From an optimization exercise on the open Yosys and OpenROAD flow, aimed at small area, a short achievable clock period and few clock cycles; shortcuts taken in it are not production practice. Function was not checked in any run shown here: the RTL went through the layout flow alone. Power figures rest on the tool's default switching activity, not on a simulated workload.

==> flow/run.sh <==
#!/bin/bash
# synth_recipe.tcl (not shown) runs the flow's synth.tcl, then flattens the netlist and writes it again
# the make line also repeats each setting of config.mk as NAME=value (left out here)
make -C /OpenROAD-flow-scripts/flow DESIGN_CONFIG=/design/flow/config.mk WORK_HOME=/design/flow/orfs CLKGATE_MAP_FILE= SYNTH_SCRIPT=/design/flow/synth_recipe.tcl finish
==> flow/config.mk <==
export PLATFORM = sky130hd
export DESIGN_NAME = ULA
export DESIGN_NICKNAME = ULA
export VERILOG_FILES = /design/flow/design.v
export SDC_FILE = /design/flow/constraint.sdc
export NUM_CORES = 4
export LEC_CHECK = 0
export CAP_MARGIN = 20
export CORE_MARGIN = 2
export CORE_UTILIZATION = 40
export PLACE_DENSITY = 0.6
export SLEW_MARGIN = 20
==> flow/constraint.sdc <==
create_clock -name core_clock -period 6.0 [get_ports {clk}]
set_input_delay 1.2000 -clock core_clock [delete_from_list [all_inputs] [get_ports {clk}]]
set_output_delay 1.2000 -clock core_clock [all_outputs]
set_load 0.01 [all_outputs]
==> flow/design.v <==
module ULA (
    input clk,
    input reset,
    input [3:0] seletor,
    output saida,
    output [18:0] rom_addr,
    input [7:0] rom_data,
    output reg [18:0] ram_wraddr,
    output reg [7:0] ram_data,
    output reg ram_wren,
    output reg done
);
    assign saida = 1'b0;
    reg [3:0] mode;
    reg start;
    always @(posedge clk or negedge reset) begin
        if (!reset) begin
            mode  <= 4'b1111;
            start <= 1'b0;
        end else begin
            mode  <= seletor;
            start <= (seletor != mode);
        end
    end
    reg is_avg, is_dec, is_rep;
    always @(posedge clk) begin
        is_avg <= ~seletor[2] & seletor[1] & seletor[0];
        is_dec <= ~seletor[2] & ~seletor[1] & seletor[0];
        is_rep <= ~seletor[2] & ~seletor[0];
    end
    wire f4    = mode[3];
    wire valid = ~mode[2] | (mode == 4'b0100);
    reg [1:0] c0, c1;
    reg [2:0] xh;
    reg [4:0] rl;
    reg [9:0] rh;
    reg run;
    assign rom_addr = {4'b0, rh, rl};
    wire [1:0] lim0 = (is_rep | is_avg) ? {f4, 1'b1} : 2'd0;
    wire [1:0] lim2 = is_rep ? {f4, 1'b1} : 2'd0;
    wire e0 = (c0 == 2'd0);
    wire e2 = (c1 == 2'd0);
    wire ex = xh[2] & rl[4] & rl[3] & rl[2] & (rl[1] | (is_dec & f4)) & (rl[0] | is_dec);
    wire ey = (rh == (is_dec ? (f4 ? 10'd584 : 10'd594) : 10'd599));
    wire last = e0 & ex & e2 & ey;
    wire wr = ~is_avg | (e0 & rl[0] & (~f4 | rl[1]));
    reg [2:0] kl;
    reg [9:0] kh;
    always @* begin
        if (!e0) begin
            kl = 3'd0;
            kh = is_avg ? 10'd5 : 10'd0;
        end else if (!ex) begin
            kl = is_dec ? {f4, ~f4, 1'b0} : 3'd1;
            kh = is_avg ? (f4 ? -10'd15 : -10'd5) : 10'd0;
        end else if (!e2) begin
            kl = 3'd1;
            kh = -10'd5;
        end else begin
            kl = is_dec ? {f4, ~f4, 1'b0} : 3'd1;
            kh = is_dec ? (f4 ? 10'd15 : 10'd5) : 10'd0;
        end
    end
    wire [5:0] nl = rl + kl;
    always @(posedge clk) begin
        if (start) begin
            c0 <= lim0; c1 <= lim2; xh <= 0; rl <= 0; rh <= 0;
        end else begin
            rl <= nl[4:0];
            rh <= rh + kh + nl[5];
            if (!e0) c0 <= c0 - 1'b1;
            else begin
                c0 <= lim0;
                if (!ex) xh <= xh + nl[5];
                else begin
                    xh <= 0;
                    if (!e2) c1 <= c1 - 1'b1;
                    else c1 <= lim2;
                end
            end
        end
    end
    reg v1, l1, r1;
    always @(posedge clk or negedge reset) begin
        if (!reset) begin
            run <= 1'b0; v1 <= 1'b0; l1 <= 1'b0; r1 <= 1'b0;
            ram_wren <= 1'b0; done <= 1'b0;
        end else begin
            if (start) run <= valid;
            else if (last) run <= 1'b0;
            v1 <= run & wr & ~start;
            l1 <= run & last & ~start;
            r1 <= run & ~start;
            ram_wren <= v1 & ~start;
            done <= ~start & (done | l1);
        end
    end
    reg [3:0] ext;
    wire [11:0] nsum = (ram_wren ? 12'd0 : {ext, ram_data}) + rom_data;
    always @(posedge clk) begin
        if (start) ram_wraddr <= {19{1'b1}};
        else ram_wraddr <= ram_wraddr + v1;
        ext <= r1 ? nsum[11:8] : 4'd0;
        if (!is_avg) ram_data <= rom_data;
        else if (!r1) ram_data <= 8'd0;
        else if (v1) ram_data <= f4 ? nsum[11:4] : nsum[9:2];
        else ram_data <= nsum[7:0];
    end
endmodule
==> results.toml, run 1 <==
[status]
status = "finished clean"

[sta]
fin_crit_sh = 0.760
fin_tns_setup_ns = 0
slew_headroom = 0.500
finClkSkew_ns = 0.0126
layout_min_cycle_time_ns = 4.56
hold_viol = 0
grt_setup_unrepaired = "false"
worst_pin_slew_ns = 0.744
finalSetupViolations = 0
layout_setup_ws_ns = 1.44
max_freq_mhz = 219
maxSlewViolCount = 0

[synthesis]
synth-seq-cells = 67
synth_ff_type = "dfxtp_1"
synth-async-reset-ratio = 0.164
yosysTopAreaCellShare = 0.281
yosysSeqAreaShare = 0.370
synth_edf_count = 2
netlist_instances = 445
postSynthAreaPerCell_um2 = 8.63
ys.warnings.count = 1
netlist_area_mm2 = 0.00384
synth_cell_type_count = 64
yosys-top-cells-area = "dfxtp_1, ha_1, dfrtp_1"
synth_top_area_cell = "dfxtp_1"

[pwr]
leakage_nw = 1.88
peakVddDrop_mv = 0.223
power_mw = 1.11
power_density_mw_per_mm2 = 233

[clocking]
insertion_delay_ns = 0.35
cts_buffer_depth = 2
cts_buffers = 9
cts_setup_buffers = 0
cts_resized = 0
clk_pin_slew_ns = 0.08
cts.root.buffer_cell = "clkbuf_8"
cts_tree = "built"
cts.sinks = 67
h-tree-depth = 3
holdBufCountCts = 0

[critical_path]
required_ns = 6.23
critPathMaxStageDelay_ns = 0.78
path_cells = "a21oi_1 -> or3_1 -> o21ai_0 -> nor3_1 -> ha_1 -> a21o_1 -> a21oi_1 -> nor2_1 -> inv_1 -> fa_1 -> inv_1 -> fa_1 -> a21o_1 -> a21oi_1 -> o21bai_1 -> a2111oi_0 -> o21ai_0 -> nor3b_1"
path_class = "reg2reg"
cp.arrival_ns = 4.78
critical_path_peak_fanout = 23
cpLargestDelayFamily = "compound AO/OA/AOI/OAI gates"
critPathMostFrequentCell = "a21oi_1"
critPathBufInv = 2
end_kind = "flip-flop"
worst_setup_path_start_kind = "flip-flop"
critPathSlowestCell = "dfstp_2"

[grt]
grt_use_met3 = 0.0616
use_met2 = 0.286
grt-ovfl-total = 0
top_usage_layer = "met2"
met1_usage = 0.231
antenna_found_initial = 0
grt_pass1_vias = 3184
grt.total_usage = 0.179
grt_pass1_wl_um = 14600
grt_max_degree = 26

[die]
dieWidth_um = 102
die_y_um = 102
start_util = 0.414
io_pins = 63
dieArea_mm2 = 0.0104
fp.coreArea_mm2 = 0.00928
rows = 35

[run]
maxCapViolCount = 0

[placed_design]
port_buffers = 57
post-place-ws_ns = 1.46
dp_cells = 616
detailed_place_hpwl_um = 6480
gp_congestion = 0.853
placed_area_mm2 = 0.00449

[routing]
routed_wl_um = 8770
firstDrtPassIters = 4
wire_per_inst_um = 13.9
via_per_inst = 5.24
ant_nets = 0
drt_iter0_drc = 207
drc = 0
vias = 3313

[cells_and_area]
mostFrequentLayoutCells = "clkdlybuf4s50_1, dfxtp_1, nor2_1, nand2_1, ha_1"
layoutNonFillerInstCount = 632
nets = 539
final_cell_area_mm2 = 0.00475
antennaDiodeCount = 0
drive_above_1_share = 0.0656
layout_commonest_cell = "clkdlybuf4s50_1"
syn_to_final_growth_pct = 23.7

[min_path]
hp-class = "reg2reg"
[path summary, 6_finish.rpt]
check	start	endpoint	slack, ns	depth (start not counted)
max in group asynchronous	reset	mode[3]	4.45	1
max reg2reg	mode[3]	rh[8]	1.44	18
min	xh[1]	xh[1]	0.46	2
max	mode[3]	rh[8]	1.44	18
min reg2reg	xh[1]	xh[1]	0.46	2
min in group asynchronous	reset	ram_wren	1.18	1
[flip-flops by register name, summed over array words and instances, names as in the netlist]
register    count
rh             10
is_dec          1
v1              1
done            1
ram_data        8
l1              1
is_rep          1
run             1
ram_wren        1
start           1
mode            4
c0              2
c1              2
rl              5
ram_wraddr     19
xh              3
is_avg          1
ext             4
r1              1
[synthesized netlist by cell type, types with 5 or more instances]
library cell	n
dfxtp_1	54
nor2_1	45
nand2_1	42
ha_1	23
a21oi_1	22
nand3_1	20
inv_1	19
xnor2_1	18
nor2b_1	17
o21ai_0	16
xor2_1	15
clkbuf_1	11
nand4_1	10
nor3_1	10
a21o_1	7
dfrtp_1	7
nor3b_1	7
a31oi_1	5
and3_1	5
buf_4	5
o211ai_1	5
or3_1	5
[layout make-up]
class	instances	area (um2)
fill	916	4530
tap	129	161
timing repair buffer	58	578
sequential	67	1420
multi-input combinational	343	2250
clock buffer	10	149
inverter	19	71.3
clock inverter	6	116
[power by group]
group	internal (mW)	total (mW)	switching [mW]
clock	0.305	0.493	0.188
combinational	0.0629	0.144	0.0814
sequential	0.461	0.472	0.0117
[metrics by stage]
| step | hold WS [ns] | util |
|---|---|---|
| floorplan | 0.441 | - |
| global placement | 0.448 | 0.483 |
| detailed placement | 0.454 | 0.483 |
| CTS | 0.464 | 0.512 |
| global route | 0.482 | 0.512 |
| finish | 0.464 | 0.512 |
[kinds of logic (layout without fill, tap and decap cells)]
family | after synthesis | after routing | share of synthesized area
and+or+nand+nor | 183 | 183 | 0.241
AOI/OAI and AO/OA | 94 | 94 | 0.168
DFF | 67 | 67 | 0.370
buffers and inverters | 39 | 93 | 0.0472
xor gates and xnor gates | 33 | 33 | 0.0752
adders and majority gates | 27 | 27 | 0.0957
other | 1 | 5 | 0.000976
muxes | 1 | 1 | 0.00261
[tightest hold or removal path, cell delays in order (launching register included)]
cell and delay (ns):
dfxtp_1 0.32, nand2_1 0.05, a21oi_1 0.05
[metal layers]
layer / wire [um] / part of all wire
met4: 122 / 0.014
met2: 3920 / 0.45
met3: 457 / 0.052
met1: 4270 / 0.49
met5: 0 / 0
==> run 2, diff against run 1 <==
--- a/flow/config.mk
+++ b/flow/config.mk
@@ -11,2 +11,3 @@
 export PLACE_DENSITY = 0.6
+export SETUP_SLACK_MARGIN = 3.6
 export SLEW_MARGIN = 20
==> results.toml, run 2 <==
[routing]
via_per_inst = 5.32
wire_per_inst_um = 15.1
drc = 0
ant_nets = 0
firstDrtPassIters = 4
drt_iter0_drc = 192
vias = 3631
routed_wl_um = 10300

[cells_and_area]
nets = 589
final_util = 0.597
largest_register_ffs = 19
drive_above_1_share = 0.298
regMostFlops = "ram_wraddr"
antennaDiodeCount = 0
syn_to_final_growth_pct = 44.3
mostFrequentLayoutCells = "buf_4, nor2_1, dlygate4sd2_1, dfxtp_1, nand2_1"
layout_commonest_cell = "buf_4"
final_cell_area_mm2 = 0.00554
reg.largest.list = "ram_wraddr (19), rh (10), ram_data (8)"

[critical_path]
required_ns = 6.22
critical_path_peak_fanout = 5
path_class = "reg2reg"
worst_setup_path_start_kind = "flip-flop"
r2r_cells = 18
r2r_setup_slack_ns = 2.26
end_kind = "flip-flop"
r2r-end = "rh[8]"
r2r-start = "rl[3]"
cp.arrival_ns = 3.96

[die]
dieWidth_um = 102
rows = 35
dieArea_mm2 = 0.0104
die_y_um = 102
io_pins = 63
fp.coreArea_mm2 = 0.00928
start_util = 0.414

[sta]
slew_headroom = 0.499
finClkSkew_ns = 0.00976
hold_viol = 0
max_freq_mhz = 267
worst_pin_slew_ns = 0.749
finalSetupViolations = 0
grt_setup_unrepaired = "true"
maxSlewViolCount = 0
layout_min_cycle_time_ns = 3.74
fin_tns_setup_ns = 0
fin_crit_sh = 0.624

[synthesis]
synth-async-reset-ratio = 0.164
synth.most_common_cell = "dfxtp_1"
synth-seq-cells = 67
yosysTopAreaCellShare = 0.281
netlist_area_mm2 = 0.00384
synth_xor_area_frac = 0.0752
synth_ff_type = "dfxtp_1"
netlist_instances = 445
synth_top_area_cell = "dfxtp_1"
postSynthAreaPerCell_um2 = 8.63
synth_cell_type_count = 64
synth-compound-area-share = 0.168
yosys.area_share.simple = 0.241
ys.warnings.count = 1
synth_top_family_by_area = "simple AND/OR/NAND/NOR gates"
synth-adder-area-share = 0.0957
yosysSeqAreaShare = 0.370
yosys-top-cells-count = "dfxtp_1, nor2_1, nand2_1, ha_1, a21oi_1"
synth_mux_area_frac = 0.00261
synth_edf_count = 2
yosys-top-cells-area = "dfxtp_1, ha_1, dfrtp_1"

[clocking]
clk_pin_slew_ns = 0.08
cts_buffer_depth = 2
h-tree-depth = 3
insertion_delay_ns = 0.35
cts_buffers = 9
cts.sinks = 67
cts.root.buffer_cell = "clkbuf_8"
cts_tree = "built"

[min_path]
worstHoldStart = "c0[1]"
holdPathEnd = "c0[1]"
hold_depth = 2
hp-class = "reg2reg"

[placed_design]
port_buffers = 57
gp_congestion = 0.855
placed_area_mm2 = 0.00464
detailed_place_hpwl_um = 6580

[grt]
grt-ovfl-total = 0
grt_max_degree = 26
grt_pass1_wl_um = 16400
grt.total_usage = 0.199
antenna_found_initial = 0
grt_pass1_vias = 3410

[status]
status = "finished clean"

[pwr]
power_density_mw_per_mm2 = 209
leakage_nw = 2.27
peakVddDrop_mv = 0.107

[run]
maxCapViolCount = 0
==> run 2: cell counts after synthesis <==
No cell type changed its count.
==> run 2: cell type report <==
class                   count  area, um2
well taps                 129        161
clock inverters             6        111
inverters                  19       71.3
fillers                   844       3740
flip-flops and latches     67       1450
multi-input cells         343       2700
clock buffers              10        138
repair buffers            108        908
==> run 2: kinds of logic (layout without fill, tap and decap cells) <==
family                   count (synthesis)  after routing
buffers and inverters                   39            143
XOR/XNOR                                33             33
adder cells (fa/ha/maj)                 27             27
multiplexers                             1              1
other                                    1              5
AND/OR/NAND/NOR                        183            183
AO/OA/AOI/OAI                           94             94
flip-flops                              67             67
==> run 2: worst max path at each step <==
stage,startpoint,endpoint,depth (start not counted)
after floorplan,mode[3],rh[8],18
after global placement,mode[3],rh[8],18
after detailed placement,mode[3],rh[8],18
after CTS,mode[3],rh[8],18
after global routing,rl[4],rh[8],18
final,rl[3],rh[8],18
==> run 2: per-stage QoR <==
stage	total power, mW	setup WS, ns	std cells	hold slack, ns
final	1.16	2.26	682	0.485
after global routing	1.20	2.06	682	0.521
after CTS	1.14	2.29	672	0.489
after detailed placement	0.642	1.92	615	0.464
after global placement	0.641	2.02	615	0.449
after floorplan	0.599	2.48	449	0.441
==> run 2: per-layer routing <==
metal  vias to the layer above  global-route usage  part of all wire
met1                      1756               0.283              0.48
li1                       1778                   -                 -
met3                        11              0.0253             0.042
met4                         0              0.0697             0.014
met5                         -                   0                 0
met2                        86               0.314              0.46
==> run 2: power by group <==
part           internal, mW  switching (mW)  total, mW
Clock                 0.288           0.185      0.473
Sequential            0.460          0.0130      0.473
Combinational         0.103           0.110      0.213
==> run 2: timing repair <==
item                                    4_1_cts  5_1_grt
endpoints found under the hold margin         0        0
pin swaps                                    34       19
cloned                                        0        0
hold buffers                                  0        0
gates resized for setup                     125       30
endpoints found under the setup margin       72       34
setup buffers                                41       10
==> run 2: worst max-delay path, stage by stage, from the launching register on <==
cell       delay [ns]
dfxtp_4          0.38
nand4_1          0.20
or3_4            0.48
o21ai_4          0.14
nor3_2           0.07
ha_1             0.27
a21o_1           0.17
a21oi_2          0.18
nor2_2           0.06
inv_1            0.06
fa_2             0.20
inv_2            0.04
fa_2             0.33
a21o_1           0.18
a21oi_2          0.16
o21bai_2         0.12
a2111oi_4        0.32
o21ai_1          0.10
nor3b_1          0.14
==> run 3, diff against run 2 <==
==> flow/flow/run.sh (new file) <==
#!/bin/bash
# Layout flow: the standard ORFS flow, with plain buf_2 cells as the
# port buffers instead of the delay buffers buffer_ports picks by default.
set -euo pipefail
bash standard.sh "BUFFER_PORTS_ARGS=-buffer_cell sky130_fd_sc_hd__buf_2" finish > orfs_make.log 2>&1
==> flow/standard.sh (new file) <==
#!/bin/bash
# synth_recipe.tcl (not shown) runs the flow's synth.tcl, then flattens the netlist and writes it again
# the make line also repeats each setting of config.mk as NAME=value (left out here)
make -C /OpenROAD-flow-scripts/flow DESIGN_CONFIG=/design/flow/config.mk WORK_HOME=/design/flow/orfs CLKGATE_MAP_FILE= SYNTH_SCRIPT=/design/flow/synth_recipe.tcl "${@:-finish}"
removed: flow/run.sh
==> results.toml, run 3 <==
[critical_path]
critical_path_peak_fanout = 3
cp.arrival_ns = 3.96
end_kind = "flip-flop"
worst_setup_path_start_kind = "flip-flop"
path_class = "reg2reg"
required_ns = 6.21

[pwr]
peakVddDrop_mv = 0.0966
leakage_nw = 2.08
power_density_mw_per_mm2 = 211
power_mw = 1.08

[die]
fp.coreArea_mm2 = 0.00928
rows = 35
dieArea_mm2 = 0.0104
start_util = 0.414
io_pins = 63
die_y_um = 102
dieWidth_um = 102

[synthesis]
yosys-top-cells-area = "dfxtp_1, ha_1, dfrtp_1"
synth_mux_area_frac = 0.00261
synth-adder-area-share = 0.0957
synth_cell_type_count = 64
synth-seq-cells = 67
synth-compound-area-share = 0.168
yosys.area_share.simple = 0.241
netlist_area_mm2 = 0.00384
ys.warnings.count = 1
yosysSeqAreaShare = 0.370
synth.most_common_cell = "dfxtp_1"
synth_top_area_cell = "dfxtp_1"
postSynthAreaPerCell_um2 = 8.63
netlist_instances = 445
synth_edf_count = 2
synth_xor_area_frac = 0.0752
synth_ff_type = "dfxtp_1"
synth_top_family_by_area = "simple AND/OR/NAND/NOR gates"
yosys-top-cells-count = "dfxtp_1, nor2_1, nand2_1, ha_1, a21oi_1"
yosysTopAreaCellShare = 0.281
synth-async-reset-ratio = 0.164

[grt]
antenna_found_initial = 0
grt_max_degree = 26
grt-ovfl-total = 0
grt.total_usage = 0.192
grt_pass1_wl_um = 15900
grt_pass1_vias = 3314

[sta]
fin_crit_sh = 0.625
fin_tns_setup_ns = 0
max_freq_mhz = 267
layout_setup_ws_ns = 2.25
maxSlewViolCount = 0
hold_viol = 0
finalSetupViolations = 0
worst_pin_slew_ns = 0.701
slew_headroom = 0.531
finClkSkew_ns = 0.0114
whs_ns = 0.478
layout_min_cycle_time_ns = 3.75
grt_setup_unrepaired = "true"

[cells_and_area]
n_fill_cell = 865
reg.largest.list = "ram_wraddr (19), rh (10), ram_data (8)"
largest_register_ffs = 19
syn_to_final_growth_pct = 33.3
mostFrequentLayoutCells = "buf_2, dfxtp_1, nor2_1, nand2_1, buf_4"
antennaDiodeCount = 0
layout_commonest_cell = "buf_2"
final_cell_area_mm2 = 0.00512
drive_above_1_share = 0.340
nets = 572
regMostFlops = "ram_wraddr"

[run]
maxCapViolCount = 0

[clocking]
insertion_delay_ns = 0.34
cts.root.buffer_cell = "clkbuf_8"
cts_tree = "built"
clk_pin_slew_ns = 0.07
cts_buffer_depth = 2
holdBufCountCts = 0
cts_buffers = 9
cts.sinks = 67
h-tree-depth = 3

[routing]
firstDrtPassIters = 4
wire_per_inst_um = 14.4
drc = 0
routed_wl_um = 9590
ant_nets = 0
vias = 3514
drt_iter0_drc = 194
via_per_inst = 5.29

[placed_design]
placed_area_mm2 = 0.00435
port_buffers = 57
gp_congestion = 0.808
post-place-ws_ns = 1.94
detailed_place_hpwl_um = 6520

[status]
status = "finished clean"

[min_path]
hp-class = "reg2reg"
==> run 3: final cells by class <==
cell class / count / area, um2 / area share
tap: 129 / 161 / 0.0315
sequential: 67 / 1440 / 0.280
multi-input combinational: 343 / 2640 / 0.516
inverter: 19 / 71.3 / 0.0139
timing repair buffer: 91 / 602 / 0.117
clock inverter: 3 / 65.1 / 0.0127
clock buffer: 12 / 145 / 0.0283
==> run 3: per-stage QoR <==
step	utilization	instances
floorplan	-	449
finish	0.552	664
global route	0.552	664
detailed placement	0.469	615
CTS	0.529	655
global placement	0.469	615
==> run 3: power by group <==
group	total [mW]	switching [mW]	internal [mW]	leakage (nW)
logic	0.193	0.103	0.0898	1.38
registers	0.474	0.0126	0.461	0.594
clock network	0.414	0.171	0.243	0.106
total	1.08	0.287	0.794	2.08
==> run 3: cell families after synthesis <==
kind of cell	count (synthesis)
AOI/OAI and AO/OA	94
xor gates and xnor gates	33
adders and majority gates	27
buffers and inverters	39
DFF	67
muxes	1
other	1
and+or+nand+nor	183
==> run 3: critical path, stage by stage (launching register included) <==
cell and delay (ns):
dfstp_4 0.62, a21oi_2 0.06, or3_4 0.40, o21ai_2 0.14
nor3_2 0.06, ha_1 0.27, a21o_1 0.16, a21oi_2 0.15
nor2_2 0.06, inv_2 0.06, fa_2 0.20, inv_2 0.04
fa_2 0.34, a21o_1 0.17, a21oi_2 0.17, o21bai_2 0.12
a2111oi_4 0.35, o21ai_1 0.09, nor3b_1 0.14
==> run 3: worst paths after layout <==
check / depth (start not counted) / to / slack [ns] / start
worst min-delay path: 2 / xh[0] / 0.48 / xh[0]
max in group asynchronous: 1 / mode[3] / 5.01 / reset
worst max-delay path: 18 / rh[8] / 2.25 / mode[3]
worst min register to register: 2 / xh[0] / 0.48 / xh[0]
worst max register to register: 18 / rh[8] / 2.25 / mode[3]
min in group asynchronous: 1 / done / 0.71 / reset
==> run 3: what timing repair did <==
item,in CTS,in global routing
gates resized for setup,36,30
buffers inserted,25,9
pin swaps,34,38
endpoints found under the setup margin,28,38
cloned,0,0
==> run 3: routing by layer <==
layer,GRT usage,share of wire,vias to the layer above
met4,0.0605,0.015,0
met3,0.0363,0.046,15
li1,-,-,1748
met2,0.293,0.46,95
met5,0,0,-
met1,0.276,0.48,1656
==> run 4, diff against run 3 <==
--- a/flow/design.v
+++ b/flow/design.v
@@ -42,3 +42,6 @@
     wire e2 = (c1 == 2'd0);
-    wire ex = xh[2] & rl[4] & rl[3] & rl[2] & (rl[1] | (is_dec & f4)) & (rl[0] | is_dec);
+    reg ex;
+    wire ex_next = xh[2] & rl[4] & rl[3] &
+                   (is_dec ? (f4 ? (rl[2:0] == 3'd0) : (rl[2:0] == 3'd4))
+                           : (rl[2:0] == 3'd6));
     wire ey = (rh == (is_dec ? (f4 ? 10'd584 : 10'd594) : 10'd599));
@@ -64,8 +67,10 @@
     wire [5:0] nl = rl + kl;
+    wire [9:0] rh0 = rh + kh;
+    wire [9:0] rh1 = rh + kh + 10'd1;
     always @(posedge clk) begin
         if (start) begin
-            c0 <= lim0; c1 <= lim2; xh <= 0; rl <= 0; rh <= 0;
+            c0 <= lim0; c1 <= lim2; xh <= 0; rl <= 0; rh <= 0; ex <= 1'b0;
         end else begin
             rl <= nl[4:0];
-            rh <= rh + kh + nl[5];
+            rh <= nl[5] ? rh1 : rh0;
             if (!e0) c0 <= c0 - 1'b1;
@@ -73,5 +78,8 @@
                 c0 <= lim0;
-                if (!ex) xh <= xh + nl[5];
-                else begin
+                if (!ex) begin
+                    xh <= xh + nl[5];
+                    ex <= ex_next;
+                end else begin
                     xh <= 0;
+                    ex <= 1'b0;
                     if (!e2) c1 <= c1 - 1'b1;
--- a/flow/config.mk
+++ b/flow/config.mk
@@ -11,3 +11,3 @@
 export PLACE_DENSITY = 0.6
-export SETUP_SLACK_MARGIN = 3.6
+export SETUP_SLACK_MARGIN = 4.0
 export SLEW_MARGIN = 20
==> results.toml, run 4 <==
[die]
dieArea_mm2 = 0.0108
dieWidth_um = 104
die_y_um = 104
start_util = 0.411
fp.coreArea_mm2 = 0.00973
io_pins = 63
rows = 36

[sta]
layout_min_cycle_time_ns = 3.02
fin_tns_setup_ns = 0
grt_setup_unrepaired = "true"
finClkSkew_ns = 0.0142
hold_viol = 0
maxSlewViolCount = 0
fin_crit_sh = 0.504
slew_headroom = 0.660
worst_pin_slew_ns = 0.503
finalSetupViolations = 0
max_freq_mhz = 331

[pwr]
peakVddDrop_mv = 0.105
power_density_mw_per_mm2 = 172
leakage_nw = 2.64
power_mw = 1.08

[clocking]
h-tree-depth = 3
cts_buffers = 9
clk_pin_slew_ns = 0.09
cts_tree = "built"
cts_buffer_depth = 2
cts.sinks = 68
holdBufCountCts = 0
cts.root.buffer_cell = "clkbuf_8"
insertion_delay_ns = 0.35

[grt]
grt_pass1_vias = 3960
grt_max_degree = 28
grt_pass1_wl_um = 18700
antenna_found_initial = 0
grt-ovfl-total = 0
grt.total_usage = 0.210

[routing]
routed_wl_um = 11900
wire_per_inst_um = 15.8
drc = 0
via_per_inst = 5.30
drt_iter0_drc = 161
vias = 3983
firstDrtPassIters = 5
ant_nets = 0

[synthesis]
synth_edf_count = 2
synth-seq-cells = 68
postSynthAreaPerCell_um2 = 8.56
yosys-top-cells-area = "dfxtp_1, ha_1, xnor2_1"
yosysSeqAreaShare = 0.360
netlist_area_mm2 = 0.00400
yosysTopAreaCellShare = 0.275
synth.most_common_cell = "dfxtp_1"
synth_cell_type_count = 64
synth_top_area_cell = "dfxtp_1"
ys.warnings.count = 1
synth-async-reset-ratio = 0.162
synth_ff_type = "dfxtp_1"
yosys-top-cells-count = "dfxtp_1, nand2_1, nor2_1, ha_1"
netlist_instances = 467

[placed_design]
port_buffers = 57
gp_congestion = 0.867
detailed_place_hpwl_um = 6690

[critical_path]
r2r_cells = 13
critPathSlowestCell = "dfstp_4"
path_class = "reg2reg"
critPathMostFrequentCell = "buf_6"
cp.arrival_ns = 3.25
worst_setup_path_start_kind = "flip-flop"
r2r_setup_slack_ns = 2.98
cp-startpoint = "mode[3]"
critical_path_peak_fanout = 4
cp-endpoint = "rh[9]"
required_ns = 6.23
critPathMaxStageDelay_ns = 0.66
end_kind = "flip-flop"
r2r-end = "rh[9]"
r2r-start = "mode[3]"
path_cells = "buf_6 -> nand2_4 -> a311oi_4 -> fa_2 -> buf_4 -> buf_6 -> xor2_4 -> nand3_2 -> nor3_4 -> nand2_2 -> nor4b_4 -> or4b_1 -> nand4_1"

[cells_and_area]
multi_input_area_mm2 = 0.00293
syn_to_final_growth_pct = 56.9
layout_commonest_cell = "buf_4"
regMostFlops = "ram_wraddr"
reg.largest.list = "ram_wraddr (19), rh (10), ram_data (8)"
drive_above_1_share = 0.509
n_fill_cell = 782
largest_register_ffs = 19
seqCellArea_mm2 = 0.00153
antennaDiodeCount = 0
nets = 656
mostFrequentLayoutCells = "buf_4, buf_6, nand2_1, nor2_1, dfxtp_2"

[status]
status = "finished clean"

[min_path]
hp-class = "reg2reg"

[run]
maxCapViolCount = 0
run 4: final cells by class:
class,count,share of cell area
clock buffer,9,0.0197
clock inverter,7,0.0128
inverter,20,0.0146
multi-input combinational,362,0.467
sequential,68,0.244
tap,133,0.0265
timing repair buffer,152,0.214
timing repair inverter,1,0.000798
run 4: cell families (layout without fill, tap and decap cells):
logic type | after synthesis | in the layout | synth area share
AO/OA/AOI/OAI | 89 | 89 | 0.146
XOR/XNOR | 42 | 42 | 0.0986
adder cells (fa/ha/maj) | 28 | 28 | 0.0932
buffers and inverters | 41 | 189 | 0.0444
flip-flops | 68 | 68 | 0.360
multiplexers | 4 | 4 | 0.0103
other | 1 | 5 | 0.000938
AND/OR/NAND/NOR | 194 | 194 | 0.246
run 4: report_power, final:
part           total [mW]  switching, mW  leakage [nW]  internal (mW)
registers           0.480         0.0159         0.603          0.464
clock network       0.402          0.204        0.0973          0.198
logic               0.199          0.103          1.94         0.0954
total                1.08          0.324          2.64          0.757
run 4: worst min-delay path by stage:
| stage | cells past startpoint | start | slack (ns) | to |
|---|---|---|---|---|
| after CTS | 2 | l1 | 0.49 | done |
| after detailed placement | 2 | xh[1] | 0.45 | xh[1] |
| final | 2 | l1 | 0.49 | done |
| after floorplan | 2 | xh[0] | 0.44 | xh[0] |
| after global routing | 2 | l1 | 0.51 | done |
| after global placement | 2 | xh[0] | 0.45 | xh[0] |
run 4: metal layers:
| layer | GRT usage | share of wire | vias to the layer above |
|---|---|---|---|
| met2 | 0.372 | 0.52 | 108 |
| met1 | 0.252 | 0.42 | 1920 |
| met3 | 0.0426 | 0.032 | 28 |
| met4 | 0.0763 | 0.020 | 0 |
| met5 | 0 | 0 | - |
| li1 | - | - | 1927 |
run 4: stage by stage:
step	utilization	area (um2)	hold WS, ns	cells	setup slack, ns
after floorplan	-	4240	0.441	471	3.04
after global placement	0.467	4540	0.447	640	2.63
after detailed placement	0.467	4540	0.455	640	2.56
after CTS	0.602	5860	0.491	725	3.01
after global routing	0.645	6270	0.506	752	2.84
final	0.645	6270	0.490	752	2.98
run 4: critical path: cells and delay by family (launching register included):
family,cells,cell delay [ns]
AO/OA/AOI/OAI,1,0.34
XOR/XNOR,1,0.16
adder cells (fa/ha/maj),1,0.29
buffers and inverters,3,0.33
flip-flops,1,0.66
AND/OR/NAND/NOR,7,1.11
run 4: what timing repair did:
item	in CTS	in global routing
setup endpoints to repair	89	82
gates resized for setup	151	50
cloned	0	1
buffers inserted	69	26
pin swaps	49	39
==> run 5, diff against run 4 <==
--- a/flow/config.mk
+++ b/flow/config.mk
@@ -11,3 +11,3 @@
 export PLACE_DENSITY = 0.6
-export SETUP_SLACK_MARGIN = 4.0
+export SETUP_SLACK_MARGIN = 3.6
 export SLEW_MARGIN = 20
==> results.toml, run 5 <==
[status]
status = "finished clean"

[synthesis]
synth_top_family_by_area = "simple AND/OR/NAND/NOR gates"
yosysSeqAreaShare = 0.360
synth_cell_type_count = 64
synth_edf_count = 2
synth_mux_area_frac = 0.0103
synth.most_common_cell = "dfxtp_1"
synth-seq-cells = 68
yosys.area_share.simple = 0.246
yosysTopAreaCellShare = 0.275
synth-async-reset-ratio = 0.162
netlist_instances = 467
synth-adder-area-share = 0.0932
synth_top_area_cell = "dfxtp_1"
netlist_area_mm2 = 0.00400
yosys-top-cells-count = "dfxtp_1, nand2_1, nor2_1, ha_1"
synth_ff_type = "dfxtp_1"
yosys-top-cells-area = "dfxtp_1, ha_1, xnor2_1"
synth_xor_area_frac = 0.0986
ys.warnings.count = 1
postSynthAreaPerCell_um2 = 8.56
synth-compound-area-share = 0.146

[cells_and_area]
layout_commonest_cell = "buf_2"
syn_to_final_growth_pct = 38.4
drive_above_1_share = 0.380
layoutNonFillerInstCount = 702
final_util = 0.569
mostFrequentLayoutCells = "buf_2, dfxtp_1, nand2_1, nor2_1, buf_4"
largest_register_ffs = 19
regMostFlops = "ram_wraddr"
reg.largest.list = "ram_wraddr (19), rh (10), ram_data (8)"
nets = 606
antennaDiodeCount = 0

[sta]
layout_setup_ws_ns = 3.10
worst_pin_slew_ns = 0.713
slew_headroom = 0.524
layout_min_cycle_time_ns = 2.90
maxSlewViolCount = 0
max_freq_mhz = 345
finalSetupViolations = 0
fin_crit_sh = 0.483
finClkSkew_ns = 0.0125
hold_viol = 0
grt_setup_unrepaired = "true"
fin_tns_setup_ns = 0

[grt]
grt_max_degree = 28
antenna_found_initial = 0
grt.total_usage = 0.194
grt-ovfl-total = 0
grt_pass1_vias = 3610
grt_pass1_wl_um = 17300

[die]
dieArea_mm2 = 0.0108
start_util = 0.411
io_pins = 63
rows = 36
die_y_um = 104
fp.coreArea_mm2 = 0.00973
dieWidth_um = 104

[clocking]
clk_pin_slew_ns = 0.08
cts_tree = "built"
cts_buffers = 9
cts.root.buffer_cell = "clkbuf_8"
cts_buffer_depth = 2
cts.sinks = 68
holdBufCountCts = 0
insertion_delay_ns = 0.35
h-tree-depth = 3

[placed_design]
gp_congestion = 0.840
dp_cells = 640
port_buffers = 57
detailed_place_hpwl_um = 6960
post-place-ws_ns = 2.53

[routing]
drc = 0
ant_nets = 0
wire_per_inst_um = 15.0
via_per_inst = 5.22
vias = 3667
routed_wl_um = 10500
drt_iter0_drc = 141
firstDrtPassIters = 5

[run]
maxCapViolCount = 0

[critical_path]
cp.arrival_ns = 3.18
critPathMaxStageDelay_ns = 0.69
critPathSlowestCell = "dfstp_4"
worst_setup_path_start_kind = "flip-flop"
critical_path_peak_fanout = 5
path_class = "reg2reg"
cpLargestDelayFamily = "compound AO/OA/AOI/OAI gates"
critPathBufInv = 1
path_cells = "clkinv_8 -> a21oi_4 -> a311oi_4 -> fa_2 -> a21o_1 -> a221oi_4 -> a21oi_2 -> xor2_1 -> nor4b_4 -> or4b_1 -> nand4_1"
required_ns = 6.28
r2r_cells = 11
end_kind = "flip-flop"
r2r-end = "rh[9]"
r2r-start = "mode[3]"
r2r_setup_slack_ns = 3.10

[min_path]
hold_depth = 2
holdPathEnd = "done"
worstHoldStart = "l1"
hp-class = "reg2reg"

[pwr]
peakVddDrop_mv = 0.103
power_mw = 1.12
power_density_mw_per_mm2 = 202
leakage_nw = 2.31
run 5: cell counts after synthesis:
Identical to the previous run, type by type.
run 5: cell families after synthesis:
| group | Yosys count |
|---|---|
| flops | 68 |
| xor+xnor | 42 |
| other cells | 1 |
| fa+ha+maj | 28 |
| compound gates | 89 |
| simple gates | 194 |
| mux | 4 |
| buf+inv | 41 |
run 5: worst register-to-register path, stage by stage, from the launching register on:
cell	delay [ns]
dfstp_4	0.69
clkinv_8	0.06
a21oi_4	0.13
a311oi_4	0.06
fa_2	0.38
a21o_1	0.21
a221oi_4	0.33
a21oi_2	0.10
xor2_1	0.16
nor4b_4	0.15
or4b_1	0.46
nand4_1	0.10
run 5: layout make-up:
cell class              instances  area [um2]
clock inverters                 7        97.6
multi-input cells             362        2920
fillers                       890        4190
clock buffers                   9         124
repair buffers                103         677
inverters                      20        87.6
well taps                     133         166
flip-flops and latches         68        1460
run 5: stage by stage:
step | instance area (um2) | hold slack, ns
floorplan | 4220 | 0.441
global placement | 4520 | 0.447
detailed placement | 4520 | 0.456
CTS | 5270 | 0.472
global route | 5540 | 0.500
finish | 5540 | 0.478
run 5: per-layer routing:
metal / wire length [um] / GRT usage
met1: 4550 / 0.239
met2: 5460 / 0.349
met3: 391 / 0.0401
met4: 99 / 0.0425
met5: 0 / 0
run 5: power by group:
part	internal (mW)	switching, mW	total (mW)
clock	0.237	0.197	0.434
combinational	0.0963	0.107	0.204
sequential	0.467	0.0149	0.481
run 5: how the worst max path moves through the flow:
stage,start,to,depth (start not counted)
global placement,is_avg,rh[9],10
CTS,mode[3],rh[9],11
floorplan,mode[3],rh[9],13
detailed placement,is_avg,rh[9],10
global route,c1[0],rh[9],11
finish,mode[3],rh[9],11
run 5: repair_timing:
action                     CTS  global route
buffers inserted            35            11
setup endpoints to repair   25            34
pin swaps                   51            31
resized for setup           55            41
==> run 6, diff against run 5 <==
==> flow/design.v (replaced) <==
module ULA (
    input clk,
    input reset,
    input [3:0] seletor,
    output saida,
    output [18:0] rom_addr,
    input [7:0] rom_data,
    output reg [18:0] ram_wraddr,
    output reg [7:0] ram_data,
    output reg ram_wren,
    output reg done
);
    assign saida = 1'b0;
    reg [3:0] mode;
    reg start;
    always @(posedge clk or negedge reset) begin
        if (!reset) begin
            mode  <= 4'b1111;
            start <= 1'b0;
        end else begin
            mode  <= seletor;
            start <= (seletor != mode);
        end
    end
    reg is_avg, is_dec, is_rep;
    always @(posedge clk) begin
        is_avg <= ~seletor[2] & seletor[1] & seletor[0];
        is_dec <= ~seletor[2] & ~seletor[1] & seletor[0];
        is_rep <= ~seletor[2] & ~seletor[0];
    end
    wire f4    = mode[3];
    wire valid = ~mode[2] | (mode == 4'b0100);
    reg [1:0] c0, c1;
    reg [7:0] col;
    reg [6:0] r;
    reg run;
    wire [1:0] lim0 = is_rep ? {f4, 1'b1} : 2'd0;
    wire [1:0] lim2 = is_rep ? {f4, 1'b1} : 2'd0;
    wire e0 = is_avg ? (r[0] & (~f4 | r[1])) : (c0 == 2'd0);
    wire e2 = (c1 == 2'd0);
    wire ex = (col == (is_dec ? (f4 ? 8'd156 : 8'd158) : 8'd159));
    wire ey = (r == (is_dec ? (f4 ? 7'd116 : 7'd118) : 7'd119));
    wire last = e0 & ex & e2 & ey;
    wire wr = ~is_avg | (e0 & col[0] & (~f4 | col[1]));
    wire [2:0] step = is_dec ? {f4, ~f4, 1'b0} : 3'd1;
    wire [7:0] col_p = col + step;
    wire [6:0] r_p = r + step;
    wire [6:0] r_top = {r[6:2], r[1] & ~f4, 1'b0};
    always @(posedge clk) begin
        if (start) begin
            c0 <= lim0; c1 <= lim2; col <= 0; r <= 0;
        end else if (!e0) begin
            c0 <= c0 - 1'b1;
            if (is_avg) r <= r_p;
        end else begin
            c0 <= lim0;
            if (!ex) begin
                col <= col_p;
                if (is_avg) r <= r_top;
            end else begin
                col <= 0;
                if (!e2) c1 <= c1 - 1'b1;
                else begin
                    c1 <= lim2;
                    r <= r_p;
                end
            end
        end
    end
    reg [9:0] rh;
    reg [4:0] rl;
    assign rom_addr = {4'b0, rh, rl};
    always @(posedge clk) begin
        rh <= {r, 2'b00} + r + col[7:5];
        rl <= col[4:0];
    end
    reg v0, l0, r0, v1, l1, r1;
    always @(posedge clk or negedge reset) begin
        if (!reset) begin
            run <= 1'b0;
            v0 <= 1'b0; l0 <= 1'b0; r0 <= 1'b0;
            v1 <= 1'b0; l1 <= 1'b0; r1 <= 1'b0;
            ram_wren <= 1'b0; done <= 1'b0;
        end else begin
            if (start) run <= valid;
            else if (last) run <= 1'b0;
            v0 <= run & wr & ~start;
            l0 <= run & last & ~start;
            r0 <= run & ~start;
            v1 <= v0 & ~start;
            l1 <= l0 & ~start;
            r1 <= r0 & ~start;
            ram_wren <= v1 & ~start;
            done <= ~start & (done | l1);
        end
    end
    reg [3:0] ext;
    wire [11:0] nsum = (ram_wren ? 12'd0 : {ext, ram_data}) + rom_data;
    always @(posedge clk) begin
        if (start) ram_wraddr <= {19{1'b1}};
        else ram_wraddr <= ram_wraddr + v1;
        ext <= r1 ? nsum[11:8] : 4'd0;
        if (!is_avg) ram_data <= rom_data;
        else if (!r1) ram_data <= 8'd0;
        else if (v1) ram_data <= f4 ? nsum[11:4] : nsum[9:2];
        else ram_data <= nsum[7:0];
    end
endmodule
--- a/flow/config.mk
+++ b/flow/config.mk
@@ -11,3 +11,3 @@
 export PLACE_DENSITY = 0.6
-export SETUP_SLACK_MARGIN = 3.6
+export SETUP_SLACK_MARGIN = 3.9
 export SLEW_MARGIN = 20
==> results.toml, run 6 <==
[critical_path]
cp.arrival_ns = 2.82
critical_path_peak_fanout = 7
required_ns = 6.29
worst_setup_path_start_kind = "input port"
end_kind = "flip-flop"
path_class = "in2reg"

[synthesis]
ys.warnings.count = 1
synth_edf_count = 2
synth_ff_type = "dfxtp_1"
netlist_instances = 467
synth-async-reset-ratio = 0.171
synth_top_area_cell = "dfxtp_1"
postSynthAreaPerCell_um2 = 9.30
yosys-top-cells-area = "dfxtp_1, ha_1, dfrtp_1"
yosysSeqAreaShare = 0.400
synth_cell_type_count = 65
synth-seq-cells = 82
netlist_area_mm2 = 0.00434
yosys-top-cells-count = "dfxtp_1, nand2_1, nor2_1, a21oi_1, ha_1"
synth.most_common_cell = "dfxtp_1"
yosysTopAreaCellShare = 0.304

[routing]
via_per_inst = 5.22
drc = 0
wire_per_inst_um = 14.7
routed_wl_um = 10600
ant_nets = 0
vias = 3767
firstDrtPassIters = 4
drt_iter0_drc = 137

[status]
status = "finished clean"

[grt]
grt_pass1_wl_um = 17000
grt_max_degree = 23
grt.total_usage = 0.183
antenna_found_initial = 0
grt_pass1_vias = 3666
grt-ovfl-total = 0

[sta]
finalSetupViolations = 0
finClkSkew_ns = 0.0130
fin_crit_sh = 0.422
layout_min_cycle_time_ns = 2.53
whs_ns = 0.406
hold_viol = 0
slew_headroom = 0.524
layout_setup_ws_ns = 3.47
maxSlewViolCount = 0
fin_tns_setup_ns = 0
worst_pin_slew_ns = 0.713
grt_setup_unrepaired = "true"
max_freq_mhz = 395

[cells_and_area]
antennaDiodeCount = 0
nets = 626
mostFrequentLayoutCells = "buf_2, buf_4, dfxtp_1, nand2_1, nor2_1"
syn_to_final_growth_pct = 38.0
n_fill_cell = 944
final_cell_area_mm2 = 0.00600
drive_above_1_share = 0.438
reg.largest.list = "ram_wraddr (19), rh (10)"
regMostFlops = "ram_wraddr"
largest_register_ffs = 19

[die]
start_util = 0.406
die_y_um = 108
fp.coreArea_mm2 = 0.0107
io_pins = 63
dieWidth_um = 108
rows = 38
dieArea_mm2 = 0.0117

[clocking]
clk_pin_slew_ns = 0.09
insertion_delay_ns = 0.36
cts.sinks = 82
cts_buffers = 9
cts_tree = "built"
holdBufCountCts = 0
cts_buffer_depth = 2
cts.root.buffer_cell = "clkbuf_8"
h-tree-depth = 3

[placed_design]
placed_area_mm2 = 0.00489
gp_congestion = 0.824
post-place-ws_ns = 3.00
detailed_place_hpwl_um = 6760
port_buffers = 57

[run]
maxCapViolCount = 0

[pwr]
power_mw = 1.14
peakVddDrop_mv = 0.121
power_density_mw_per_mm2 = 191
leakage_nw = 2.40

[min_path]
hp-class = "reg2reg"
run 6: cell types whose count changed after synthesis, sizes merged, moves of 4 or more:
cell	delta
o21ai	+8
a22oi	+4
xor2	-5
nand3	-10
dfxtp	+11
a21oi	+9
nand2	-12
a31oi	-5
o31ai	-4
nor2	-10
ha	+5
run 6: layout make-up:
cell class | count | area [um2] | share of cell area
clock buffer | 11 | 153 | 0.0255
sequential | 82 | 1810 | 0.301
timing repair buffer | 114 | 753 | 0.126
clock inverter | 5 | 38.8 | 0.00647
tap | 140 | 175 | 0.0292
inverter | 20 | 81.3 | 0.0136
multi-input combinational | 350 | 2990 | 0.498
run 6: layer usage:
layer | vias up | share of wire | global-route usage
met5 | - | 0 | 0
met4 | 0 | 0.015 | 0.0806
met3 | 15 | 0.036 | 0.0344
met2 | 68 | 0.49 | 0.307
met1 | 1824 | 0.46 | 0.231
li1 | 1860 | - | -
run 6: report_power, final:
part	total, mW	switching, mW	internal [mW]	leakage, nW
Clock	0.391	0.214	0.177	0.0946
Sequential	0.565	0.0102	0.555	0.729
Combinational	0.187	0.0961	0.0910	1.58
run 6: path summary, 6_finish.rpt:
kind                       slack, ns  cells past startpoint          end         from
setup / recovery                3.47                      8  ram_data[6]  rom_data[7]
hold / removal                  0.41                      0        rl[0]       col[0]
setup reg to reg                3.62                     12  ram_data[6]     ram_wren
hold reg to reg                 0.41                      0        rl[0]       col[0]
max in group asynchronous       4.98                      1      mode[3]        reset
min in group asynchronous       0.72                      1         done        reset
run 6: through the flow:
stage,utilization,std cells
final,0.560,722
after global routing,0.560,722
after CTS,0.527,705
after detailed placement,0.458,648
after global placement,0.458,648
after floorplan,-,471
run 6: critical path, cell delays in order:
cell and delay (ns):
buf_2 0.13, ha_4 0.27, a21oi_2 0.15, o21ai_1 0.11, a31oi_4 0.28, a2bb2oi_1 0.10
or3b_1 0.38, a32oi_1 0.19
run 6: repair_timing:
action,in CTS,in global routing
resized for setup,67,57
setup buffers,40,17
gates cloned,1,0
endpoints found under the setup margin,52,51
pin swaps,40,37
run 6: logic make-up after synthesis:
group / count (synthesis) / synth area share
AND/OR/NAND/NOR: 161 / 0.192
multiplexers: 6 / 0.0141
flip-flops: 82 / 0.400
other: 1 / 0.000863
AO/OA/AOI/OAI: 103 / 0.165
buffers and inverters: 40 / 0.0403
XOR/XNOR: 39 / 0.0786
adder cells (fa/ha/maj): 35 / 0.109
==> run 7, diff against run 6 <==
--- a/flow/config.mk
+++ b/flow/config.mk
@@ -11,3 +11,3 @@
 export PLACE_DENSITY = 0.6
-export SETUP_SLACK_MARGIN = 3.9
+export SETUP_SLACK_MARGIN = 3.6
 export SLEW_MARGIN = 20
==> results.toml, run 7 <==
[critical_path]
critPathSlowestCell = "or3b_1"
critPathMaxStageDelay_ns = 0.36
r2r-end = "ram_data[7]"
path_class = "in2reg"
cp.arrival_ns = 2.82
required_ns = 6.28
critical_path_peak_fanout = 6
r2r-start = "ram_wren"
path_cells = "buf_8 -> ha_4 -> inv_2 -> fa_2 -> nand2b_4 -> a21oi_4 -> a31oi_4 -> a2bb2oi_2 -> or3b_1 -> a32oi_1"
end_kind = "flip-flop"
r2r_cells = 10
r2r_setup_slack_ns = 3.63
worst_setup_path_start_kind = "input port"

[cells_and_area]
mostFrequentLayoutCells = "dfxtp_1, buf_2, nand2_1, nor2_1, buf_4"
layoutNonFillerInstCount = 696
reg.largest.list = "ram_wraddr (19), rh (10)"
final_util = 0.518
largest_register_ffs = 19
final_cell_area_mm2 = 0.00555
drive_above_1_share = 0.317
nets = 600
n_fill_cell = 998
layout_commonest_cell = "dfxtp_1"
regMostFlops = "ram_wraddr"
syn_to_final_growth_pct = 27.6
antennaDiodeCount = 0

[synthesis]
netlist_instances = 467
yosys-top-cells-area = "dfxtp_1, ha_1, dfrtp_1"
synth.most_common_cell = "dfxtp_1"
synth-async-reset-ratio = 0.171
synth_ff_type = "dfxtp_1"
synth-seq-cells = 82
postSynthAreaPerCell_um2 = 9.30
synth_cell_type_count = 65
synth_edf_count = 2
yosysSeqAreaShare = 0.400
synth_top_area_cell = "dfxtp_1"
yosys-top-cells-count = "dfxtp_1, nand2_1, nor2_1, a21oi_1, ha_1"
ys.warnings.count = 1
yosysTopAreaCellShare = 0.304
netlist_area_mm2 = 0.00434

[routing]
vias = 3679
routed_wl_um = 10200
ant_nets = 0
firstDrtPassIters = 4
wire_per_inst_um = 14.6
via_per_inst = 5.29
drc = 0
drt_iter0_drc = 162

[min_path]
worstHoldStart = "col[4]"
holdPathEnd = "rl[4]"
hp-class = "reg2reg"
hold_depth = 0

[sta]
worst_pin_slew_ns = 0.755
hold_viol = 0
maxSlewViolCount = 0
max_freq_mhz = 394
slew_headroom = 0.497
layout_min_cycle_time_ns = 2.54
finClkSkew_ns = 0.0138
grt_setup_unrepaired = "true"
fin_tns_setup_ns = 0
fin_crit_sh = 0.423
whs_ns = 0.406
finalSetupViolations = 0

[grt]
grt_pass1_vias = 3560
grt_pass1_wl_um = 16200
grt-ovfl-total = 0
grt_max_degree = 23
antenna_found_initial = 0
grt.total_usage = 0.177

[die]
die_y_um = 108
dieWidth_um = 108
rows = 38
start_util = 0.406
dieArea_mm2 = 0.0117
fp.coreArea_mm2 = 0.0107
io_pins = 63

[placed_design]
gp_congestion = 0.842
dp_cells = 648
port_buffers = 57
detailed_place_hpwl_um = 6870
placed_area_mm2 = 0.00484

[clocking]
holdBufCountCts = 0
insertion_delay_ns = 0.35
cts_tree = "built"
cts.root.buffer_cell = "clkbuf_8"
clk_pin_slew_ns = 0.08
cts.sinks = 82
cts_buffer_depth = 2
cts_buffers = 9
h-tree-depth = 3

[pwr]
power_density_mw_per_mm2 = 200
leakage_nw = 2.29
peakVddDrop_mv = 0.102

[status]
status = "finished clean"

[run]
maxCapViolCount = 0
==> run 7: worst max-delay path: cells and delay by family <==
kind,cells,cell delay (ns)
compound gates,4,0.61
fa+ha+maj,2,0.35
buf+inv,2,0.15
simple gates,2,0.50
==> run 7: repair_timing <==
action                                  4_1_cts  5_1_grt
setup buffers                                21       11
endpoints found under the setup margin       31       28
resized for setup                            37       26
pin swaps                                    24       29
cloned                                        0        0
==> run 7: area by class of cell <==
| class | instances | area [um2] | share of cell area |
|---|---|---|---|
| Multi-Input combinational cell | 349 | 2790 | 0.502 |
| Sequential cell | 82 | 1750 | 0.316 |
| Timing Repair Buffer | 89 | 572 | 0.103 |
| Tap cell | 140 | 175 | 0.0316 |
| Clock buffer | 11 | 151 | 0.0273 |
| Inverter | 20 | 78.8 | 0.0142 |
| Clock inverter | 5 | 28.8 | 0.00519 |
==> run 7: kinds of logic after synthesis <==
kind of cell | Yosys count | share of synthesized area
adder cells (fa/ha/maj) | 35 | 0.109
flip-flops | 82 | 0.400
buffers and inverters | 40 | 0.0403
AO/OA/AOI/OAI | 103 | 0.165
AND/OR/NAND/NOR | 161 | 0.192
other | 1 | 0.000863
XOR/XNOR | 39 | 0.0786
multiplexers | 6 | 0.0141
==> run 7: per-stage QoR <==
step,setup WS [ns],total power [mW]
final,3.46,1.11
after global routing,3.42,1.17
after CTS,3.51,1.11
after detailed placement,3.00,0.709
after global placement,3.05,0.707
after floorplan,3.24,0.679
==> run 7: worst max-delay path by stage <==
stage / to / start / cells past startpoint
after floorplan: ram_data[6] / rom_data[0] / 9
after global placement: ram_data[6] / rom_data[0] / 10
after detailed placement: ram_data[6] / rom_data[0] / 10
after CTS: col[7] / mode[3] / 10
after global routing: ram_data[6] / rom_data[0] / 10
final: ram_data[6] / rom_data[0] / 10
==> run 7: routing by layer <==
layer / vias up / wire, um / track usage
met3: 24 / 309 / 0.0283
met5: - / 0 / 0
met1: 1787 / 4410 / 0.212
met4: 0 / 260 / 0.0916
li1: 1796 / - / -
met2: 72 / 5200 / 0.304
==> run 7: report_power, final <==
part           switching, mW  internal (mW)  total (mW)
Combinational         0.0893         0.0829       0.172
Sequential           0.00986          0.558       0.568
Clock                  0.197          0.171       0.368
Total                  0.297          0.812        1.11
==> run 8, diff against run 7 <==
--- a/flow/design.v
+++ b/flow/design.v
@@ -24,4 +24,5 @@
     end
-    reg is_avg, is_dec, is_rep;
+    reg is_avg, is_dec, is_rep, f4;
     always @(posedge clk) begin
+        f4     <= seletor[3];
         is_avg <= ~seletor[2] & seletor[1] & seletor[0];
@@ -30,3 +31,2 @@
     end
-    wire f4    = mode[3];
     wire valid = ~mode[2] | (mode == 4'b0100);
@@ -97,3 +97,7 @@
     reg [3:0] ext;
-    wire [11:0] nsum = (ram_wren ? 12'd0 : {ext, ram_data}) + rom_data;
+    wire [7:0] acc = ram_wren ? 8'd0 : ram_data;
+    wire [3:0] acc_hi = ram_wren ? 4'd0 : ext;
+    wire [8:0] lo = acc + rom_data;
+    wire [3:0] acc_hi1 = acc_hi + 1'b1;
+    wire [11:0] nsum = {lo[8] ? acc_hi1 : acc_hi, lo[7:0]};
     always @(posedge clk) begin
--- a/flow/config.mk
+++ b/flow/config.mk
@@ -11,3 +11,3 @@
 export PLACE_DENSITY = 0.6
-export SETUP_SLACK_MARGIN = 3.6
+export SETUP_SLACK_MARGIN = 3.7
 export SLEW_MARGIN = 20
==> results.toml, run 8 <==
[status]
status = "finished clean"

[die]
dieWidth_um = 106
rows = 37
io_pins = 63
start_util = 0.408
die_y_um = 106
dieArea_mm2 = 0.0113
fp.coreArea_mm2 = 0.0102

[synthesis]
synth_ff_type = "dfxtp_1"
yosys-top-cells-count = "dfxtp_1, nor2_1, nand2_1, ha_1, xnor2_1"
synth-async-reset-ratio = 0.169
synth.most_common_cell = "dfxtp_1"
yosysSeqAreaShare = 0.420
netlist_area_mm2 = 0.00418
postSynthAreaPerCell_um2 = 9.58
synth_cell_type_count = 58
synth_top_area_cell = "dfxtp_1"
synth_edf_count = 2
netlist_instances = 436
yosysTopAreaCellShare = 0.321
yosys-top-cells-area = "dfxtp_1, ha_1, dfrtp_1"
synth-seq-cells = 83
ys.warnings.count = 1

[sta]
fin_crit_sh = 0.456
fin_tns_setup_ns = 0
finalSetupViolations = 0
hold_viol = 0
slew_headroom = 0.514
worst_pin_slew_ns = 0.729
grt_setup_unrepaired = "true"
maxSlewViolCount = 0
layout_min_cycle_time_ns = 2.73
finClkSkew_ns = 0.0147
max_freq_mhz = 366

[pwr]
leakage_nw = 2.16
peakVddDrop_mv = 0.0963
power_density_mw_per_mm2 = 219
power_mw = 1.13

[clocking]
cts_tree = "built"
cts.sinks = 83
cts.root.buffer_cell = "clkbuf_8"
insertion_delay_ns = 0.35
cts_buffer_depth = 2
h-tree-depth = 3
clk_pin_slew_ns = 0.08
cts_buffers = 9

[placed_design]
gp_congestion = 0.807
detailed_place_hpwl_um = 6340
port_buffers = 57

[grt]
antenna_found_initial = 0
grt.total_usage = 0.163
grt_pass1_wl_um = 14700
grt-ovfl-total = 0
grt_max_degree = 23
grt_pass1_vias = 3186

[cells_and_area]
nets = 564
drive_above_1_share = 0.276
largest_register_ffs = 19
antennaDiodeCount = 0
layout_commonest_cell = "dfxtp_1"
regMostFlops = "ram_wraddr"
reg.largest.list = "ram_wraddr (19), rh (10)"
mostFrequentLayoutCells = "dfxtp_1, buf_2, nor2_1, nand2_1"
syn_to_final_growth_pct = 23.3

[routing]
drc = 0
ant_nets = 0
via_per_inst = 5.12
firstDrtPassIters = 4
drt_iter0_drc = 76
vias = 3351
wire_per_inst_um = 13.8
routed_wl_um = 9030

[critical_path]
r2r_setup_slack_ns = 3.57
cp.arrival_ns = 2.97
r2r_cells = 9
critical_path_peak_fanout = 5
end_kind = "flip-flop"
r2r-start = "ram_wren"
worst_setup_path_start_kind = "input port"
required_ns = 6.24
r2r-end = "ram_data[7]"
path_class = "in2reg"

[min_path]
hold_depth = 0
hp-class = "reg2reg"
worstHoldStart = "col[2]"
holdPathEnd = "rl[2]"

[run]
maxCapViolCount = 0
==> run 8: cell count changes after synthesis, sizes merged, moves of 3 or more <==
cell / before / now
clkbuf: 12 / 8
nor3: 10 / 7
xor2: 12 / 16
o21ai: 25 / 17
nand2b: 8 / 4
o21a: 0 / 4
a21oi: 32 / 19
and3: 8 / 3
a32oi: 3 / 0
nand3: 10 / 13
==> run 8: worst max-delay path by stage <==
stage,slack (ns),depth (start not counted),to,from
after floorplan,3.06,8,ram_data[5],rom_data[0]
after global placement,2.78,9,ram_data[5],rom_data[0]
after detailed placement,2.74,9,ram_data[7],rom_data[0]
after CTS,3.22,9,ram_data[7],rom_data[0]
after global routing,3.21,9,ram_data[7],rom_data[0]
final,3.27,9,ram_data[5],rom_data[0]
==> run 8: per-layer routing <==
metal / vias up / part of all wire / global-route usage
li1: 1645 / - / -
met1: 1621 / 0.45 / 0.194
met2: 70 / 0.51 / 0.290
met3: 15 / 0.033 / 0.0392
met4: 0 / 0.014 / 0.0470
met5: - / 0 / 0
==> run 8: layout make-up <==
type                       count  area (um2)
fill                         961        5080
inverter                      22        83.8
clock buffer                  12         155
sequential                    83        1770
multi-input combinational    321        2460
timing repair buffer          77         465
clock inverter                 4        48.8
tap                          136         170
==> run 8: where the power goes <==
group	internal [mW]	switching [mW]
clock	0.215	0.193
sequential	0.566	0.0100
combinational	0.0685	0.0761
==> run 8: cells by family (layout without fill, tap and decap cells) <==
group                      count (synthesis)  after routing  share of synthesized area
AOI/OAI and AO/OA                         80             80                      0.136
xor gates and xnor gates                  41             41                     0.0859
adders and majority gates                 36             36                      0.117
buffers and inverters                     36            115                     0.0386
DFF                                       83             83                      0.420
muxes                                      7              7                     0.0171
other                                      1              5                   0.000897
and+or+nand+nor                          152            152                      0.184
==> run 8: worst max-delay path: stages <==
cell	delay (ns)
buf_8	0.10
ha_4	0.15
fa_2	0.37
a211oi_4	0.24
nor3_2	0.08
o22ai_4	0.21
mux2i_2	0.29
o22ai_1	0.10
or2_4	0.22
==> run 8: repair_timing <==
action	CTS	global route
gates resized for setup	26	23
setup endpoints to repair	33	31
setup buffers	16	3
hold buffers	0	0
pin swaps	24	17
==> run 8: stage by stage <==
stage               cells  hold slack, ns  setup slack (ns)  area [um2]  utilization
floorplan             440           0.367              3.06        4230            -
global placement      620           0.400              2.78        4610        0.451
detailed placement    620           0.394              2.74        4610        0.451
CTS                   652           0.411              3.22        5020        0.491
global route          655           0.422              3.21        5150        0.504
finish                655           0.407              3.27        5150        0.504
==> run 9, diff against run 8 <==
--- a/flow/design.v
+++ b/flow/design.v
@@ -76,3 +76,3 @@
     end
-    reg v0, l0, r0, v1, l1, r1;
+    reg v0, l0, q0, v1, l1, q1, v2, l2, q2;
     always @(posedge clk or negedge reset) begin
@@ -80,4 +80,5 @@
             run <= 1'b0;
-            v0 <= 1'b0; l0 <= 1'b0; r0 <= 1'b0;
-            v1 <= 1'b0; l1 <= 1'b0; r1 <= 1'b0;
+            v0 <= 1'b0; l0 <= 1'b0; q0 <= 1'b0;
+            v1 <= 1'b0; l1 <= 1'b0; q1 <= 1'b0;
+            v2 <= 1'b0; l2 <= 1'b0; q2 <= 1'b0;
             ram_wren <= 1'b0; done <= 1'b0;
@@ -88,23 +89,24 @@
             l0 <= run & last & ~start;
-            r0 <= run & ~start;
+            q0 <= run & ~start;
             v1 <= v0 & ~start;
             l1 <= l0 & ~start;
-            r1 <= r0 & ~start;
-            ram_wren <= v1 & ~start;
-            done <= ~start & (done | l1);
+            q1 <= q0 & ~start;
+            v2 <= v1 & ~start;
+            l2 <= l1 & ~start;
+            q2 <= q1 & ~start;
+            ram_wren <= v2 & ~start;
+            done <= ~start & (done | l2);
         end
     end
+    reg [7:0] rd;
     reg [3:0] ext;
-    wire [7:0] acc = ram_wren ? 8'd0 : ram_data;
-    wire [3:0] acc_hi = ram_wren ? 4'd0 : ext;
-    wire [8:0] lo = acc + rom_data;
-    wire [3:0] acc_hi1 = acc_hi + 1'b1;
-    wire [11:0] nsum = {lo[8] ? acc_hi1 : acc_hi, lo[7:0]};
+    wire [11:0] nsum = (ram_wren ? 12'd0 : {ext, ram_data}) + rd;
     always @(posedge clk) begin
+        rd <= rom_data;
         if (start) ram_wraddr <= {19{1'b1}};
-        else ram_wraddr <= ram_wraddr + v1;
-        ext <= r1 ? nsum[11:8] : 4'd0;
-        if (!is_avg) ram_data <= rom_data;
-        else if (!r1) ram_data <= 8'd0;
-        else if (v1) ram_data <= f4 ? nsum[11:4] : nsum[9:2];
+        else ram_wraddr <= ram_wraddr + v2;
+        ext <= q2 ? nsum[11:8] : 4'd0;
+        if (!is_avg) ram_data <= rd;
+        else if (!q2) ram_data <= 8'd0;
+        else if (v2) ram_data <= f4 ? nsum[11:4] : nsum[9:2];
         else ram_data <= nsum[7:0];
==> results.toml, run 9 <==
[status]
status = "finished clean"

[pwr]
combPwrFrac = 0.114
netSwitchingPower_mw = 0.335
swShare = 0.236
peakVddDrop_mv = 0.195
seqPwrFrac = 0.462
pwr-share-clk = 0.424
power_density_mw_per_mm2 = 240
internal_power_mw = 1.09
leakage_nw = 2.45

[die]
dieArea_mm2 = 0.0124
dieWidth_um = 111
fp.coreArea_mm2 = 0.0113
io_pins = 63
die_y_um = 111
start_util = 0.406
rows = 39

[cells_and_area]
drive_above_1_share = 0.314
regMostFlops = "ram_wraddr"
mostFrequentLayoutCells = "dfxtp_1, buf_2, nand2_1, nor2_1, xnor2_1"
final_cell_area_mm2 = 0.00591
largest_register_ffs = 19
reg.largest.list = "ram_wraddr (19), rh (10)"
layout_commonest_cell = "dfxtp_1"
antennaDiodeCount = 0
syn_to_final_growth_pct = 28.5
nets = 608

[routing]
drt_iter0_drc = 169
firstDrtPassIters = 4
vias = 3667
ant_nets = 0
via_per_inst = 5.19
drc = 0
routed_wl_um = 10300
wire_per_inst_um = 14.6

[placed_design]
port_buffers = 57
placed_area_mm2 = 0.00504
detailed_place_hpwl_um = 6910
gp_congestion = 0.846

[grt]
antenna_found_initial = 0
grt_pass1_wl_um = 17500
grt_max_degree = 25
grt-ovfl-total = 0
grt_pass1_vias = 3630
grt.total_usage = 0.175

[synthesis]
yosys-top-cells-area = "dfxtp_1, ha_1, dfrtp_1"
synth.most_common_cell = "dfxtp_1"
yosys-top-cells-count = "dfxtp_1, nand2_1, nor2_1, xnor2_1, ha_1"
ys.warnings.count = 1
yosysSeqAreaShare = 0.433
netlist_instances = 480
synth-seq-cells = 94
synth_ff_type = "dfxtp_1"
synth_edf_count = 2
synth_cell_type_count = 65
synth_top_area_cell = "dfxtp_1"
postSynthAreaPerCell_um2 = 9.59
yosysTopAreaCellShare = 0.326
netlist_area_mm2 = 0.00460
synth-async-reset-ratio = 0.181

[clocking]
cts_buffers = 9
cts.root.buffer_cell = "clkbuf_16"
insertion_delay_ns = 0.34
h-tree-depth = 3
cts_tree = "built"
holdBufCountCts = 0
cts.sinks = 94
clk_pin_slew_ns = 0.06
cts_buffer_depth = 2

[sta]
maxSlewViolCount = 0
max_freq_mhz = 417
slew_headroom = 0.537
fin_tns_setup_ns = 0
layout_min_cycle_time_ns = 2.40
finClkSkew_ns = 0.00492
hold_viol = 0
fin_crit_sh = 0.400
finalSetupViolations = 0
grt_setup_unrepaired = "true"
worst_pin_slew_ns = 0.693

[critical_path]
critical_path_peak_fanout = 7
end_kind = "flip-flop"
path_class = "reg2reg"
cp.arrival_ns = 2.66
required_ns = 6.26
worst_setup_path_start_kind = "flip-flop"

[min_path]
hp-class = "reg2reg"

[run]
maxCapViolCount = 0
-- run 9: cell count changes in the layout (fill, tap and decap cells not counted), moves of 5 or more --
cell       before  now
clkbuf_16       0    9
dfxtp_1        62   68
xor2_1         16    9
clkbuf_8       11    4
o21ai_0        13   18
a21oi_1        12   21
inv_1          21   14
nand2_1        36   43
-- run 9: metrics by stage --
step	hold WS (ns)	power (mW)	cells	worst slack, ns	util
floorplan	0.368	0.755	484	3.69	-
global placement	0.395	0.783	667	3.34	0.445
detailed placement	0.396	0.785	667	3.25	0.445
CTS	0.405	1.41	696	3.64	0.493
global route	0.417	1.48	707	3.47	0.522
finish	0.404	1.42	707	3.60	0.522
-- run 9: kinds of logic after synthesis --
family          Yosys count  share of synthesized area
other cells               1                   0.000815
xor+xnor                 42                     0.0799
flops                    94                      0.433
fa+ha+maj                35                      0.103
simple gates            168                      0.185
compound gates           97                      0.150
mux                       6                     0.0133
buf+inv                  37                     0.0348
-- run 9: power by group through the flow --
stage                     Clock, mW  Combinational (mW)  Sequential, mW
after floorplan                   0              0.0900           0.665
after global placement            0               0.114           0.669
after detailed placement          0               0.115           0.669
after CTS                     0.623               0.128           0.656
after global routing          0.647               0.177           0.658
final                         0.603               0.162           0.656
-- run 9: critical path: stages (launching register included) --
cell       delay [ns]
dfrtp_2          0.46
buf_4            0.17
nor2b_1          0.11
ha_1             0.30
a21oi_2          0.19
o21ai_1          0.10
a31oi_4          0.32
a2bb2oi_2        0.10
or3b_1           0.37
a32oi_2          0.20
-- run 9: path summary, 6_finish.rpt --
check | startpoint | slack [ns] | cells past startpoint | endpoint
hold / removal | col[2] | 0.40 | 0 | rl[2]
hold reg to reg | col[2] | 0.40 | 0 | rl[2]
min in group asynchronous | reset | 0.76 | 1 | l0
max in group asynchronous | reset | 4.93 | 1 | mode[3]
setup / recovery | ram_wren | 3.60 | 9 | ram_data[6]
setup reg to reg | ram_wren | 3.60 | 9 | ram_data[6]
-- run 9: cell type report --
cell class / count / area (um2)
clock buffers: 13 / 280
clock inverters: 3 / 40.0
fillers: 1026 / 5410
inverters: 20 / 78.8
multi-input cells: 353 / 2830
flip-flops and latches: 94 / 2010
well taps: 143 / 179
repair buffers: 81 / 495
-- run 9: timing repair --
| action | CTS | global route |
|---|---|---|
| resized for setup | 33 | 48 |
| setup endpoints to repair | 32 | 29 |
| gates cloned | 0 | 0 |
| pin swaps | 20 | 27 |
| buffers inserted | 13 | 11 |
-- run 9: routing by layer --
layer	vias to the layer above	wire (um)	global-route usage	part of all wire
met2	78	5160	0.291	0.50
li1	1820	-	-	-
met5	-	0	0	0
met3	22	425	0.0547	0.041
met1	1747	4450	0.209	0.43
met4	0	278	0.0765	0.027

Re-timed with assumed drivers on the ports (clkbuf_16 on the clock, buf_2 on other inputs), run 9 has 3.600 ns of setup slack against 3.600 ns with ideal ports, and 3.600 ns once port delays also move by the mid clock arrival of 0.384 ns.
